Context: an optimization exercise on an open-source flow, tuned for small area. The choices shown serve that exercise and are no tape-out recipe.
The RTL was checked by simulation tests, not by an equivalence proof against the original design.
Power figures rest on the tool's default switching activity, not on a simulated workload.

`design.v`:
```
`timescale 1 ns / 1 ns
module filter(
  input                clk         ,
  input                reset       ,
  input                sample_en   ,
  input signed [11:0]  filter_in   ,
  input [15:0]         coefdata    ,
  input                coefdata_en ,
  output signed [11:0] filter_out  ,
  output               out_valid
  );
  localparam NT = 5;      
  localparam SP = 12;     
  wire start = sample_en & ~coefdata_en;
  reg        busy;       
  reg        run;        
  reg  [5:0] step;       
  reg  [2:0] tsel;       
  reg  [3:0] lo;         
  reg  [2:0] hi;
  reg  [5:0] ncoef;      
  reg  [5:0] nsamp;      
  reg [11:0] out_reg;
  reg        valid_reg;
  wire       go    = busy & ~run & (lo == 4'd0);   
  wire       mac   = run | go;
  wire [2:0] tap   = run ? tsel : hi;
  wire       last  = mac & (step == 6'd58);
  reg [15:0] c [0:58];    
  wire cshift = coefdata_en | mac;
  integer i;
  always @(posedge clk) begin
    if (cshift) begin
      for (i = 0; i < 58; i = i + 1) c[i] <= c[i+1];
      c[58] <= coefdata_en ? coefdata : c[0];
    end
  end
  reg [11:0] d [0:59];
  reg [11:0] xb;          
  integer j;
  always @(posedge clk) begin
    for (j = 0; j < 60; j = j + 1) begin
      if ((j % SP) == SP - 1 && last && tap == (j + 1) / SP % NT)
        d[j] <= xb;
      else
        d[j] <= d[(j + 1) % 60];
    end
    if (start) xb <= filter_in;
  end
  reg [11:0] dtap;
  always @(*) begin
    case (tap)
      3'd0: dtap = d[0];
      3'd1: dtap = d[SP];
      3'd2: dtap = d[2*SP];
      3'd3: dtap = d[3*SP];
      default: dtap = d[4*SP];
    endcase
  end
  wire dval = ({1'b0, step} + 7'd1) < {1'b0, nsamp};
  wire cval = ({1'b0, step} + {1'b0, ncoef}) >= 7'd59;
  wire signed [11:0] xa = dval ? dtap : 12'd0;
  wire signed [15:0] cb = cval ? c[0] : 16'd0;
  wire signed [27:0] m  = xa * cb;
  reg  [27:0] acc;        
  wire [27:0] sum = acc + {m[26], m[26:0]};
  always @(posedge clk) acc <= (mac & ~last) ? sum : 28'd0;
  wire        rnd = sum[15] & (sum[16] | (|sum[14:0]));
  wire [11:0] y   = sum[27:16] + {11'd0, rnd};
  always @(posedge clk or posedge reset) begin
    if (reset) begin
      busy <= 1'b0; run <= 1'b0; step <= 6'd0; tsel <= 3'd0;
      lo <= 4'd0; hi <= 3'd0; ncoef <= 6'd0; nsamp <= 6'd0;
      out_reg <= 12'd0; valid_reg <= 1'b0;
    end else begin
      if (last) begin
        if (lo >= 4'd2) lo <= lo - 4'd2;
        else begin lo <= lo + SP - 2; hi <= (hi == 3'd0) ? NT - 1 : hi - 3'd1; end
      end else begin
        if (lo != 4'd0) lo <= lo - 4'd1;
        else begin lo <= SP - 1; hi <= (hi == 3'd0) ? NT - 1 : hi - 3'd1; end
      end
      if (start) busy <= 1'b1;
      if (go) begin run <= 1'b1; tsel <= hi; end
      if (mac) step <= step + 6'd1;
      if (last) begin
        busy <= 1'b0; run <= 1'b0; step <= 6'd0;
        out_reg <= y;
        if (nsamp != 6'd60) nsamp <= nsamp + 6'd1;
      end
      valid_reg <= last;
      if (coefdata_en && ncoef != 6'd59) ncoef <= ncoef + 6'd1;
    end
  end
  assign filter_out = out_reg;
  assign out_valid  = valid_reg;
endmodule
```
`run.sh`:
```
#!/bin/bash
# synth_recipe.tcl (not shown) runs the flow's synth.tcl, then flattens the netlist and writes it again
# the make line also repeats each setting of config.mk as NAME=value (left out here)
make -C /OpenROAD-flow-scripts/flow DESIGN_CONFIG=/design/flow/config.mk WORK_HOME=/design/flow/orfs CLKGATE_MAP_FILE= SYNTH_SCRIPT=/design/flow/synth_recipe.tcl finish
```
`config.mk`:
```
export PLATFORM = sky130hd
export DESIGN_NAME = filter
export DESIGN_NICKNAME = filter
export VERILOG_FILES = /design/flow/design.v
export SDC_FILE = /design/flow/constraint.sdc
export NUM_CORES = 4
export LEC_CHECK = 0
export CAP_MARGIN = 20
export CORE_MARGIN = 2
export CORE_UTILIZATION = 40
export SLEW_MARGIN = 20
```
`constraint.sdc`:
```
create_clock -name core_clock -period 50.0 [get_ports {clk}]
set_input_delay 10.0000 -clock core_clock [delete_from_list [all_inputs] [get_ports {clk}]]
set_output_delay 10.0000 -clock core_clock [all_outputs]
set_load 0.01 [all_outputs]
```
==> impl_results.md, run 1 <==
- Critical-path maximum fanout: 85
- Die area: 0.143 sq mm
- Nets: 3666
- Row count: 137
- Crit path top cell by count: buf_4
- Worst-path clk slew: 70 ps
- Combinational Power Share: 6.6%
- Cell Chain, Critical Path: buf_2, buf_4, nand2b_4, buf_4, buf_4, buf_4
- Dpl hpwl: 50.8 mm
- Drc violations: 0
- Wire per inst: 15.7 microns
- Leakage: 25.4 nW
- Final hold vios: 0
- CP endpoint kind: flip-flop
- Slew headroom: 31.6%
- Fin crit period: 13720 ps
- Max cap viols: 0
- Synth Flop Type: edfxtp_1
- EDFF count, synth: 956
- Total I/O pin count: 45
- Final Max Slew Viols: 0
- Biggest register: c
- Placed inst area: 0.0590 sq mm
- Mean Syn Cell Area: 17.7 sq um
- Req. time, crit path: 50380 ps
- Sw frac: 23.3%
- Post-synthesis sequential area ratio: 79.7%
- Worst-Skew Late Latency: 800 ps
- ANT nets after route: 0
- Starting DRT DRC Count: 1987
- CTS Buf Count: 165
- First-pass GRT wire length: 133 mm
- Most frequent cells in the layout: edfxtp_1 (956), dfxtp_1 (748), inv_1 (253)
- Longest Clk Path Bufs: 3
- Number of setup buffers added after CTS: 0
- Delay-heaviest family, CP: buffers and inverters
- Placed Cells: 5060
- Hold_buf cts: 0
- Final cycle utilization of the critical path: 27.4%
- Total grt overflow: 0
- Max stage delay on crit path: 910 ps
- Synth-to-layout area growth: 14.9%
- Pre-CTS setup slack: 35370 ps
- RSZ-0062 raised after global routing: false
- CP max stage cell: buf_4
- Synth Instances: 3168
- Biggest regs: c x944, d x720, acc x28
- Buffers & Inverters on Critical Path: 5
- Final wirelength: 84.0 mm
- Max H-tree Level: 4
- Worst vdd ir: 0.0369 mV
- Largest net degree at the start of global routing: 172
- Setup ws final: 36280 ps
- Post-Layout Cell Count: 5360
- Clock root buffer: clkbuf_16
- Drt first pass iters: 5
- Initial core utilization: 40.3%
- Most common cell after layout, fill and taps aside: edfxtp_1
- Final setup viols: 0
- Max frequency: 72.9 MHz
- Vias: 23700
- Clock skew: 46.4 ps
- Core Util, Final: 46.3%
- Design area: 0.0645 sq mm
- Die span in x: 379 microns
- Run status: complete, no violations
- Sequential power share: 60.2%
- Pwr dens: 57.1 mW/mm^2
- Internal: 2.82 mW
- Yosys cell types: 66
- Overall Power: 3.68 mW
- Max reg flops: 944
- TritonCTS clock tree: yes
- Core Box Area: 0.139 sq mm
- Post-Syn Area: 0.0562 sq mm
- Yosys warning count: 3
- Vias per inst: 4.41
- PortBufs: 44
- Gates resized, CTS repair: 0
- Min-delay worst type: flip-flop to flip-flop
- Antenna violations before repair: 4
- Clk pwr share: 33.2%
- Crit Path Class: input pin to flip-flop
- GP Congestion: 0.798
- Vias in the first global route: 23500
- # clock sinks: 1747
- WHS: 283 ps
- Synthesized flop and latch total: 1747
- Die Ht: 379 microns
- Async S/R FF share, synth: 2.46%
- Mapped Nets: 3483
- GRT Resource Usage Total: 12.0%
- Crit path arrival time: 14100 ps
- Share of layout cells above drive strength 1: 11.6%
- Psw: 0.859 mW
- Setup tns final: 0 ps
- Worst slew pin tran: 1030 ps
- CP Launch Type: input pin
## cell type report
class	count	area [sq um]
Timing Repair Buffer	75	684
Multi-Input combinational cell	1109	10300
Inverter	253	950
Clock buffer	217	4570
Clock inverter	82	900
Tap cell	1876	2350
Sequential cell	1747	44800
Antenna cell	1	2.50
Fill cell	11800	74800
## power groups by stage
stage | registers, mW | clock network [mW] | logic, mW
after detailed placement | 2.25 | 0 | 0.246
final | 2.22 | 1.22 | 0.243
after floorplan | 2.24 | 0 | 0.169
after global routing | 2.27 | 1.32 | 0.271
after global placement | 2.24 | 0 | 0.243
after CTS | 2.23 | 1.26 | 0.247
## cells by family after synthesis
kind of cell               Yosys count  synth area share [%]
AOI/OAI and AO/OA                  184                  2.10
xor gates and xnor gates            86                  1.40
and+or+nand+nor                    456                  3.78
buffers and inverters              312                  2.12
adders and majority gates          283                  8.66
DFF                               1747                  79.7
muxes                              100                  2.26
## synth_stat cells (11+ instances only)
cell | instances | area share (%)
nand3_1 | 17 | 0.15
and3_1 | 49 | 0.55
and2_1 | 27 | 0.30
mux2_2 | 83 | 1.7
ha_1 | 107 | 2.4
fa_1 | 176 | 6.3
edfxtp_1 | 956 | 51
clkbuf_1 | 48 | 0.32
mux4_2 | 12 | 0.48
nor3_1 | 23 | 0.20
xnor2_1 | 58 | 0.90
xor2_1 | 26 | 0.41
inv_1 | 251 | 1.7
dfxtp_1 | 748 | 27
nand4_1 | 11 | 0.12
a21oi_1 | 60 | 0.53
dfrtp_1 | 43 | 1.9
nor2_1 | 82 | 0.55
a21o_1 | 18 | 0.24
nand2_1 | 204 | 1.4
o21ai_0 | 36 | 0.32
## worst paths after layout
path,start,cells past startpoint,slack [ps],to
hold reg to reg,d[31][10],0,280,d[30][10]
hold / removal,d[31][10],0,280,d[30][10]
min in group asynchronous,reset,3,9690,out_reg[7]
max in group asynchronous,reset,3,39850,ncoef[5]
setup / recovery,coefdata_en,6,36280,c[21][8]
setup reg to reg,step[0],40,39280,out_reg[9]
## layer usage
metal / wire [microns] / track usage, %
met3: 3620 / 2.87
met2: 35800 / 16.9
met1: 42400 / 18.1
met5: 0 / 0
met4: 2120 / 4.41
==> inputs of run 2 (changes only) <==
--- a/config.mk
+++ b/config.mk
@@ -9,3 +9,5 @@
 export CORE_MARGIN = 2
-export CORE_UTILIZATION = 40
+export CORE_UTILIZATION = 60
+export CTS_BUF_LIST = sky130_fd_sc_hd__clkbuf_8
+export CTS_CLUSTER_SIZE = 20
 export SLEW_MARGIN = 20
==> impl_results.md, run 2 <==
- EDFF count, synth: 956 (unchanged)
- Core Box Area: 0.0930 sq mm (-33%)
- Synthesized flop and latch total: 1747 (unchanged)
- TritonCTS clock tree: yes
- Post-synthesis sequential area ratio: 79.7% (unchanged)
- Dpl hpwl: 49.6 mm (-2.2%)
- Run status: complete, no violations
- FF-to-FF Start: step[0]
- Ranking of synthesized cells by area: edfxtp_1 (51%), dfxtp_1 (27%), fa_1 (6.3%), ha_1 (2.4%), dfrtp_1 (1.9%)
- Drc violations: 0 (unchanged)
- Vias: 24600 (+4.1%)
- Final cycle utilization of the critical path: 27.1% (-0.36 points)
- Vias per inst: 5.02 (+14%)
- GRT Resource Usage Total: 18.3% (+6.2 points)
- Antenna violations before repair: 2 (-2)
- Starting DRT DRC Count: 1596 (-20%)
- Area share of the leading cell type in the synthesized netlist: 51.1% (unchanged)
- Row count: 112 (-18%)
- Max frequency: 73.9 MHz (+1.3%)
- Placed inst area: 0.0582 sq mm (-1.3%)
- Nets: 3780 (+3.1%)
- Most frequent cells in the layout: edfxtp_1 (956), dfxtp_1 (748), inv_1 (333)
- Initial core utilization: 60.4% (+20 points)
- Worst-Skew Late Latency: 880 ps (+80 ps)
- Critical-path maximum fanout: 99 (+16%)
- Async S/R FF share, synth: 2.46% (unchanged)
- Post-Syn Area: 0.0562 sq mm (unchanged)
- Synth Instances: 3168 (unchanged)
- ANT nets after route: 0 (unchanged)
- Yosys warning count: 3 (unchanged)
- Mapped Nets: 3483 (unchanged)
- Die span in x: 310 microns (-18%)
- Final wirelength: 85.1 mm (+1.4%)
- Crit path arrival time: 13990 ps (-110 ps)
- PortBufs: 44 (unchanged)
- Met2 GRT Util: 26.0% (+9.1 points)
- Drt first pass iters: 5 (unchanged)
- Die area: 0.0961 sq mm (-33%)
- Leakage: 25.6 nW (+0.74%)
- Worst Setup SP: coefdata_en
- Final Max Slew Viols: 0 (unchanged)
- Hold path start: d[13][1]
- Fin crit period: 13540 ps (-179 ps)
- RSZ-0062 raised after global routing: false
- CP endpoint kind: flip-flop
- Most Crowded Layer GR: met1
- Longest Clk Path Bufs: 4 (+1)
- Worst slew pin tran: 1080 ps (+52.3 ps)
- Slew headroom: 28.1% (-3.5 points)
- Most common cell after layout, fill and taps aside: edfxtp_1
- Max cap viols: 0 (unchanged)
- Wire per inst: 17.4 microns (+11%)
- Setup tns final: 0 ps (unchanged)
- Largest net degree at the start of global routing: 105 (-39%)
- Mean Syn Cell Area: 17.7 sq um (unchanged)
- CP Launch Type: input pin
- Max reg flops: 944 (unchanged)
- Yosys cell types: 66 (unchanged)
- Final setup viols: 0 (unchanged)
- Max H-tree Level: 5 (+1)
- Total I/O pin count: 45 (unchanged)
- Crit Path Class: input pin to flip-flop
- Post-synth top cells: edfxtp_1 (956), dfxtp_1 (748), inv_1 (251)
- Placed Cells: 4438 (-12%)
- Share of layout cells above drive strength 1: 13.5% (+1.9 points)
- Die Ht: 310 microns (-18%)
- GP Congestion: 0.827 (+3.6%)
- Worst-path clk slew: 60 ps (about the same)
- Design area: 0.0632 sq mm (-2.0%)
- Total grt overflow: 0 (unchanged)
- Biggest regs: c x944, d x720, acc x28
- Synth Flop Type: edfxtp_1
- Final hold vios: 0 (unchanged)
- Min-delay worst type: flip-flop to flip-flop
- Overall Power: 3.55 mW (-3.7%)
- # clock sinks: 1747 (unchanged)
- Pwr dens: 56.1 mW/mm^2 (-1.8%)
- Hold_buf cts: 0 (unchanged)
- First-pass GRT wire length: 135 mm (+1.6%)
- M1 GR Usage: 27.1% (+9.0 points)
- Core Util, Final: 68.0% (+22 points)
- Number of setup buffers added after CTS: 0 (unchanged)
- Req. time, crit path: 50450 ps (+70 ps)
- Biggest register: c
- Most used standard cell by instance count after synthesis: edfxtp_1
- Worst vdd ir: 0.0465 mV (+26%)
- Vias in the first global route: 25200 (+7.1%)
- Clock skew: 61.6 ps (+15.2 ps)
- Met3 Use GR: 4.12% (+1.3 points)
- Synth-to-layout area growth: 12.6%
- CTS Buf Count: 278 (+68%)
- Post-Layout Cell Count: 4906 (-8.5%)
- Area leader, netlist: edfxtp_1
- Clock root buffer: clkbuf_8
- Gates resized, CTS repair: 0 (unchanged)
## run 2: cell counts after synthesis
Identical to the previous run, type by type.
## run 2: logic make-up after synthesis
logic type / after synthesis / share of synthesized area (%)
AO/OA/AOI/OAI: 184 / 2.10
XOR/XNOR: 86 / 1.40
adder cells (fa/ha/maj): 283 / 8.66
buffers and inverters: 312 / 2.12
flip-flops: 1747 / 79.7
multiplexers: 100 / 2.26
AND/OR/NAND/NOR: 456 / 3.78
## run 2: cell type report
class,instances,area (sq um)
inverters,253,950
fillers,6329,29800
repair buffers,76,703
diodes,3,7.51
clock inverters,149,614
clock buffers,315,4340
multi-input cells,1109,10300
flip-flops and latches,1747,44800
well taps,1254,1570
## run 2: critical path, stage by stage
cell and delay (ps):
clkdlybuf4s50_1 450, buf_4 340, nand2b_4 790, buf_4 770, buf_6 700, buf_6 740
## run 2: stage by stage
step	setup slack, ps	hold WS (ps)
2_1_floorplan	15770	310
3_3_place_gp	35190	310
3_5_place_dp	34950	312
4_1_cts	35990	304
5_1_grt	36210	312
6_report	36460	304
## run 2: worst paths after layout
kind	depth (start not counted)	endpoint	slack, ps
max in group asynchronous	3	nsamp[3]	40020
worst min register to register	0	d[12][1]	300
worst max register to register	38	out_reg[11]	39080
worst min-delay path	0	d[12][1]	300
worst max-delay path	6	c[25][10]	36460
min in group asynchronous	3	step[0]	9570
## run 2: power breakdown
part	switching, mW	internal [mW]	total (mW)
Combinational	0.170	0.0702	0.241
Sequential	0.159	2.07	2.23
Clock	0.507	0.571	1.08
Total	0.836	2.71	3.55
## run 2: routing by layer
layer	vias up	wire length, microns
met5	-	13
li1	11600	-
met1	12300	40900
met3	209	3620
met4	2	2790
met2	477	37800
==> inputs of run 3 (changes only) <==
--- a/config.mk
+++ b/config.mk
@@ -10,4 +10,3 @@
 export CORE_UTILIZATION = 60
-export CTS_BUF_LIST = sky130_fd_sc_hd__clkbuf_8
-export CTS_CLUSTER_SIZE = 20
+export CTS_BUF_LIST = sky130_fd_sc_hd__clkbuf_4
 export SLEW_MARGIN = 20
==> impl_results.md, run 3 <==
- Yosys cell types: 66 (unchanged)
- PortBufs: 44 (unchanged)
- Mux cell area share after synthesis: 2.26% (unchanged)
- GRT Resource Usage Total: 18.5% (+0.26 points)
- Final wirelength: 86.2 mm (+1.2%)
- Worst vdd ir: 0.0453 mV (-2.5%)
- Min-delay worst type: flip-flop to flip-flop
- EDFF count, synth: 956 (unchanged)
- Row count: 112 (unchanged)
- First-pass GRT wire length: 137 mm (+1.7%)
- Mean Syn Cell Area: 17.7 sq um (unchanged)
- Yosys warning count: 3 (unchanged)
- Vias in the first global route: 26500 (+5.3%)
- Hold_buf cts: 0 (unchanged)
- CTS Buf Count: 413 (+49%)
- Fin crit period: 13290 ps (-254 ps)
- Antenna violations before repair: 3 (+1)
- Final hold vios: 0 (unchanged)
- Clock skew: 141 ps (+79.8 ps)
- Crit path arrival time: 13970 ps (-20 ps)
- Most common cell after layout, fill and taps aside: edfxtp_1
- Adder-Cell Fraction of Synth Area: 8.66% (unchanged)
- Most used standard cell by instance count after synthesis: edfxtp_1
- Max frequency: 75.3 MHz (+1.9%)
- Synth Flop Type: edfxtp_1
- Pwr dens: 56.1 mW/mm^2 (about the same)
- Post-synthesis compound-gate area fraction: 2.10% (unchanged)
- Run status: complete, no violations
- CP endpoint kind: flip-flop
- Starting DRT DRC Count: 1607 (+0.69%)
- Dpl hpwl: 49.6 mm (unchanged)
- Post-synthesis sequential area ratio: 79.7% (unchanged)
- Most frequent cells in the layout: edfxtp_1 (956), dfxtp_1 (748), clkbuf_4 (617)
- Largest family of logic cells by synthesized area: adder cells
- FF-to-FF Start: step[0]
- Cell Chain, Critical Path: clkdlybuf4s50_1, buf_4, nand2b_4, buf_4, buf_6, buf_6
- Max H-tree Level: 5 (unchanged)
- Worst-path clk slew: 60 ps (about the same)
- Share of layout cells above drive strength 1: 20.2% (+6.8 points)
- Biggest register: c
- Core Util, Final: 68.1% (+0.17 points)
- Synthesized flop and latch total: 1747 (unchanged)
- Die Ht: 310 microns (unchanged)
- Req. time, crit path: 50690 ps (+240 ps)
- Async S/R FF share, synth: 2.46% (unchanged)
- Total grt overflow: 0 (unchanged)
- Worst Reg2Reg Path Length in Cells: 40 (+5.3%)
- Post-synth top cells: edfxtp_1 (956), dfxtp_1 (748), inv_1 (251)
- R2R Setup Slk: 39140 ps (+60 ps)
- Worst Setup SP: coefdata_en
- Biggest regs: c x944, d x720, acc x28
- Number of setup buffers added after CTS: 0 (unchanged)
- Worst slew pin tran: 1090 ps (+8.14 ps)
- Slew headroom: 27.6% (-0.54 points)
- Ranking of synthesized cells by area: edfxtp_1 (51%), dfxtp_1 (27%), fa_1 (6.3%), ha_1 (2.4%), dfrtp_1 (1.9%)
- Crit Path Class: input pin to flip-flop
- Max cap viols: 0 (unchanged)
- Final cycle utilization of the critical path: 26.6% (-0.51 points)
- Total I/O pin count: 45 (unchanged)
- GP Congestion: 0.827 (unchanged)
- Area share of the leading cell type in the synthesized netlist: 51.1% (unchanged)
- Die span in x: 310 microns (unchanged)
- Clock root buffer: clkbuf_4
- Post-synthesis xor/xnor area fraction: 1.40% (unchanged)
- Max reg flops: 944 (unchanged)
- Final Max Slew Viols: 0 (unchanged)
- TritonCTS clock tree: yes
- FF-to-FF End: out_reg[11]
- Initial core utilization: 60.4% (unchanged)
- Leakage: 25.8 nW (+0.81%)
- Drc violations: 0 (unchanged)
- Die area: 0.0961 sq mm (unchanged)
- Max stage delay on crit path: 790 ps (about the same)
- Drt first pass iters: 5 (unchanged)
- RSZ-0062 raised after global routing: false
- CP Launch Type: input pin
- CP max stage cell: nand2b_4
- Synth Instances: 3168 (unchanged)
- Longest Clk Path Bufs: 4 (unchanged)
- Core Box Area: 0.0930 sq mm (unchanged)
- Area leader, netlist: edfxtp_1
- Nets: 3915 (+3.6%)
- Final setup viols: 0 (unchanged)
- # clock sinks: 1747 (unchanged)
- Worst-Skew Late Latency: 1170 ps (+290 ps)
- Gates resized, CTS repair: 0 (unchanged)
- ANT nets after route: 0 (unchanged)
- Vias per inst: 4.94 (-1.6%)
- Synth-to-layout area growth: 12.9%
- Vias: 25500 (+3.5%)
- Worst setup path endpoint: c[16][10]
- Wire per inst: 16.7 microns (-3.8%)
- Setup tns final: 0 ps (unchanged)
- Synth Area in Simple Gates: 3.78% (unchanged)
- Mapped Nets: 3483 (unchanged)
- Largest net degree at the start of global routing: 105 (unchanged)
- Critical-path maximum fanout: 99 (unchanged)
- Post-Syn Area: 0.0562 sq mm (unchanged)
-- run 3: cell counts after synthesis --
Identical to the previous run, type by type.
-- run 3: cell type report --
type                       instances  area [sq um]
antenna                            8          20.0
clock buffer                     616          4620
clock inverter                    97           469
fill                            6520         29700
inverter                         253           950
multi-input combinational       1109         10300
sequential                      1747         44800
tap                             1254          1570
timing repair buffer              76           703
-- run 3: how the worst min path moves through the flow --
stage              start        end  slack (ps)  cells past startpoint
2_1_floorplan    d[1][0]    d[0][0]         310                      0
3_3_place_gp    d[55][4]   d[54][4]         310                      0
3_5_place_dp   d[21][10]  d[20][10]         310                      0
4_1_cts         d[51][9]   d[50][9]         250                      0
5_1_grt         d[51][9]   d[50][9]         230                      0
6_report        d[51][9]   d[50][9]         250                      0
-- run 3: metal layers --
| metal | vias up | global-route usage [%] | wire length, microns | part of all wire [%] |
|---|---|---|---|---|
| met5 | - | 0 | 13 | 0.015 |
| met4 | 2 | 8.71 | 2040 | 2.4 |
| met3 | 155 | 4.83 | 3780 | 4.4 |
| met2 | 522 | 26.6 | 39000 | 45 |
| met1 | 12700 | 26.8 | 41300 | 48 |
| li1 | 12100 | - | - | - |
-- run 3: through the flow --
step	instances	cell area, sq um	power [mW]	hold WS [ps]	worst slack, ps
CTS	5151	63300	3.62	250	36290
floorplan	3168	56200	2.41	310	15770
global placement	4438	58200	2.48	310	35190
finish	5160	63400	3.56	254	36710
global route	5159	63400	3.75	225	36510
detailed placement	4438	58200	2.49	312	34950
-- run 3: cell families (layout without fill, tap and decap cells) --
group | count (synthesis) | count (layout)
xor+xnor | 86 | 86
fa+ha+maj | 283 | 283
compound gates | 184 | 184
flops | 1747 | 1747
simple gates | 456 | 456
other cells | 0 | 8
mux | 100 | 100
buf+inv | 312 | 1042
-- run 3: worst max-delay path, delay by kind of cell --
kind          cells  cell delay (ps)
simple gates      1              790
buf+inv           5             2990
-- run 3: where the power goes --
group	internal, mW	total (mW)	switching (mW)
clock network	0.576	1.09	0.513
registers	2.07	2.23	0.159
logic	0.0702	0.241	0.170
==> inputs of run 4 (changes only) <==
--- a/config.mk
+++ b/config.mk
@@ -9,4 +9,6 @@
 export CORE_MARGIN = 2
-export CORE_UTILIZATION = 60
-export CTS_BUF_LIST = sky130_fd_sc_hd__clkbuf_4
+export CORE_UTILIZATION = 65
+export CTS_BUF_LIST = sky130_fd_sc_hd__clkbuf_16
+export CTS_CLUSTER_DIAMETER = 100
+export CTS_CLUSTER_SIZE = 30
 export SLEW_MARGIN = 20
==> impl_results.md, run 4 <==
- Biggest regs: c x944, d x720, acc x28
- CP endpoint kind: flip-flop
- # diodes: 0 (-8)
- Ranking of synthesized cells by area: edfxtp_1 (51%), dfxtp_1 (27%), fa_1 (6.3%), ha_1 (2.4%), dfrtp_1 (1.9%)
- Pre-CTS setup slack: 34710 ps (-240 ps)
- Setup ws final: 36230 ps (-483 ps)
- Total I/O pin count: 45 (unchanged)
- Post-Syn Area: 0.0562 sq mm (unchanged)
- CP max stage cell: buf_6
- Most used standard cell by instance count after synthesis: edfxtp_1
- Post-Layout Cell Count: 4435 (-14%)
- Longest Clk Path Bufs: 3 (-1)
- Synthesized flop and latch total: 1747 (unchanged)
- Drt first pass iters: 8 (+3)
- # clock sinks: 1747 (unchanged)
- Cell Chain, Critical Path: clkdlybuf4s50_1, buf_4, nand2b_4, buf_12, buf_12, buf_6, buf_6
- Async S/R FF share, synth: 2.46% (unchanged)
- First-pass GRT wire length: 130 mm (-5.7%)
- Dpl hpwl: 49.8 mm (+0.27%)
- Final setup viols: 0 (unchanged)
- Yosys cell types: 66 (unchanged)
- GRT Resource Usage Total: 18.6% (+0.11 points)
- CP Launch Type: input pin
- Max stage delay on crit path: 730 ps (-60 ps)
- Biggest register: c
- PortBufs: 44 (unchanged)
- Synth Instances: 3168 (unchanged)
- Final wirelength: 81.5 mm (-5.4%)
- Slew headroom: 23.0% (-4.6 points)
- EDFF count, synth: 956 (unchanged)
- Total grt overflow: 0 (unchanged)
- TritonCTS clock tree: yes
- Nets: 3570 (-8.8%)
- Wire per inst: 18.4 microns (+10%)
- Worst slew pin tran: 1160 ps (+69.4 ps)
- Final hold vios: 0 (unchanged)
- Hold path start: d[50][9]
- Mean Syn Cell Area: 17.7 sq um (unchanged)
- Area leader, netlist: edfxtp_1
- Max cap viols: 0 (unchanged)
- Die Ht: 298 microns (-3.9%)
- Fillers: 5495 (-16%)
- Yosys warning count: 3 (unchanged)
- Largest net degree at the start of global routing: 212 (+100%)
- Share of layout cells above drive strength 1: 7.05% (-13 points)
- Post-synth top cells: edfxtp_1 (956), dfxtp_1 (748), inv_1 (251)
- Drc violations: 0 (unchanged)
- Crit Path Class: input pin to flip-flop
- Run status: complete, no violations
- GP Congestion: 0.835 (+0.98%)
- Min-delay worst type: flip-flop to flip-flop
- Multi-input logic area: 0.0103 sq mm (about the same)
- Pwr dens: 52.2 mW/mm^2 (-7.0%)
- Most common cell after layout, fill and taps aside: edfxtp_1
- Hold_buf cts: 0 (unchanged)
- Vias: 23400 (-8.3%)
- Worst Setup SP: coefdata_en
- Clock skew: 56.8 ps (-84.6 ps)
- Leakage: 23.9 nW (-7.5%)
- Synth Flop Type: edfxtp_1
- Initial core utilization: 65.8% (+5.4 points)
- Placed Cells: 4326 (-2.5%)
- Most frequent cells in the layout: edfxtp_1 (956), dfxtp_1 (748), inv_1 (275)
- Synth-to-layout area growth: 7.32%
- Number of setup buffers added after CTS: 0 (unchanged)
- Overall Power: 3.15 mW (-12%)
- Core Box Area: 0.0854 sq mm (-8.2%)
- Max reg flops: 944 (unchanged)
- Worst-Skew Late Latency: 670 ps (-500 ps)
- Req. time, crit path: 50300 ps (-390 ps)
- Max frequency: 72.6 MHz (-3.5%)
- Worst vdd ir: 0.0429 mV (-5.3%)
- Starting DRT DRC Count: 1579 (-1.7%)
- Gates resized, CTS repair: 0 (unchanged)
- Mapped Nets: 3483 (unchanged)
- Core Util, Final: 70.6% (+2.5 points)
- RSZ-0062 raised after global routing: false
- Area share of the leading cell type in the synthesized netlist: 51.1% (unchanged)
- Critical-path maximum fanout: 211 (+110%)
- Final cycle utilization of the critical path: 27.5% (+0.97 points)
- ANT nets after route: 0 (unchanged)
- Die span in x: 298 microns (-3.9%)
- Max H-tree Level: 3 (-2)
- Die area: 0.0888 sq mm (-7.6%)
- Crit path arrival time: 14070 ps (+100 ps)
- Antenna violations before repair: 3 (unchanged)
- Vias per inst: 5.28 (+6.7%)
- Post-synthesis sequential area ratio: 79.7% (unchanged)
- Placed inst area: 0.0581 sq mm (-0.23%)
- Clock root buffer: clkbuf_16
- Vias in the first global route: 23600 (-11%)
- Final Max Slew Viols: 0 (unchanged)
- Flip-flop and latch area: 0.0448 sq mm (unchanged)
- Worst-path clk slew: 100 ps (+40 ps)
- CTS Buf Count: 70 (-83%)
- WHS: 299 ps (+44.6 ps)
- Setup tns final: 0 ps (unchanged)
- Row count: 107 (-4.5%)
- FF-to-FF Start: ncoef[0]
- Design area: 0.0603 sq mm (-4.9%)
- Fin crit period: 13770 ps (+483 ps)
## run 4: worst max-delay path: cells and delay by family
family        cells  cell delay [ps]
simple gates      1              600
buf+inv           6             3250
## run 4: final timing paths
kind                       slack [ps]  cells after the start           to
max                             36230                      7     c[46][5]
min                               300                      0     d[49][9]
max reg2reg                     39430                     40  out_reg[11]
min reg2reg                       300                      0     d[49][9]
max in group asynchronous       39770                      3      step[0]
min in group asynchronous        9780                      3   out_reg[2]
## run 4: report_power, final
group	switching, mW	total (mW)	internal [mW]
clock network	0.409	0.682	0.273
logic	0.170	0.241	0.0709
registers	0.160	2.22	2.06
total	0.739	3.15	2.41
## run 4: metal layers
layer / global-route usage (%) / routed length, microns / vias to the layer above
met5: 0 / 37 / -
met4: 4.81 / 1660 / 2
met3: 2.37 / 2890 / 104
met2: 28.5 / 37400 / 419
met1: 29.0 / 39500 / 11800
li1: - / - / 11100
## run 4: area by class of cell
type                       instances  share of cell area [%]
clock buffer                      70                    2.91
clock inverter                    38                   0.635
inverter                         253                    1.58
multi-input combinational       1109                    17.1
sequential                      1747                    74.3
tap                             1144                    2.37
timing repair buffer              74                    1.19
## run 4: cell families (layout without fill, tap and decap cells)
kind of cell,after synthesis,after routing,synth area share (%)
flops,1747,1747,79.7
simple gates,456,456,3.78
buf+inv,312,435,2.12
fa+ha+maj,283,283,8.66
compound gates,184,184,2.10
mux,100,100,2.26
xor+xnor,86,86,1.40

[re-timing with driven ports]
Ports are ideal in the flow. The routed layouts listed here were re-timed in OpenROAD. Step 1 (the two cells are an assumption about what drives the block):
set clk [get_ports {clk}]
set_driving_cell -lib_cell sky130_fd_sc_hd__clkbuf_16 $clk
set_driving_cell -lib_cell sky130_fd_sc_hd__buf_2 [delete_from_list [all_inputs] $clk]
Step 2, shift: input delay + t, output delay - t, t = (earliest + latest rising clock arrival at the registers) / 2. This alone moves slack from input paths to output paths. Three values: no drivers, after step 1, after step 2; two values: the first two.
run	t, ns	setup slack, ns	worst hold slack (ns)	worst slew at a driven data input, ns	cell pins on the clock port's net
run 1	0.841	36.282 / 36.327 / 35.486	0.283 / 0.283 / 0.283	0.04	1
run 2	0.922	36.461 / 36.501 / 35.579	0.304 / 0.304 / 0.304	0.11	1
run 3	1.161	36.715 / 36.750 / 35.588	0.254 / 0.254 / 0.254	0.12	1
run 4	0.710	36.232 / 36.272 / 35.562	0.299 / 0.299 / 0.299	0.04	1
After both steps setup and hold are still met in every run listed. The setup slack of run 3, which loses most, moves by +0.035 ns with the drivers and by -1.127 ns with both steps.
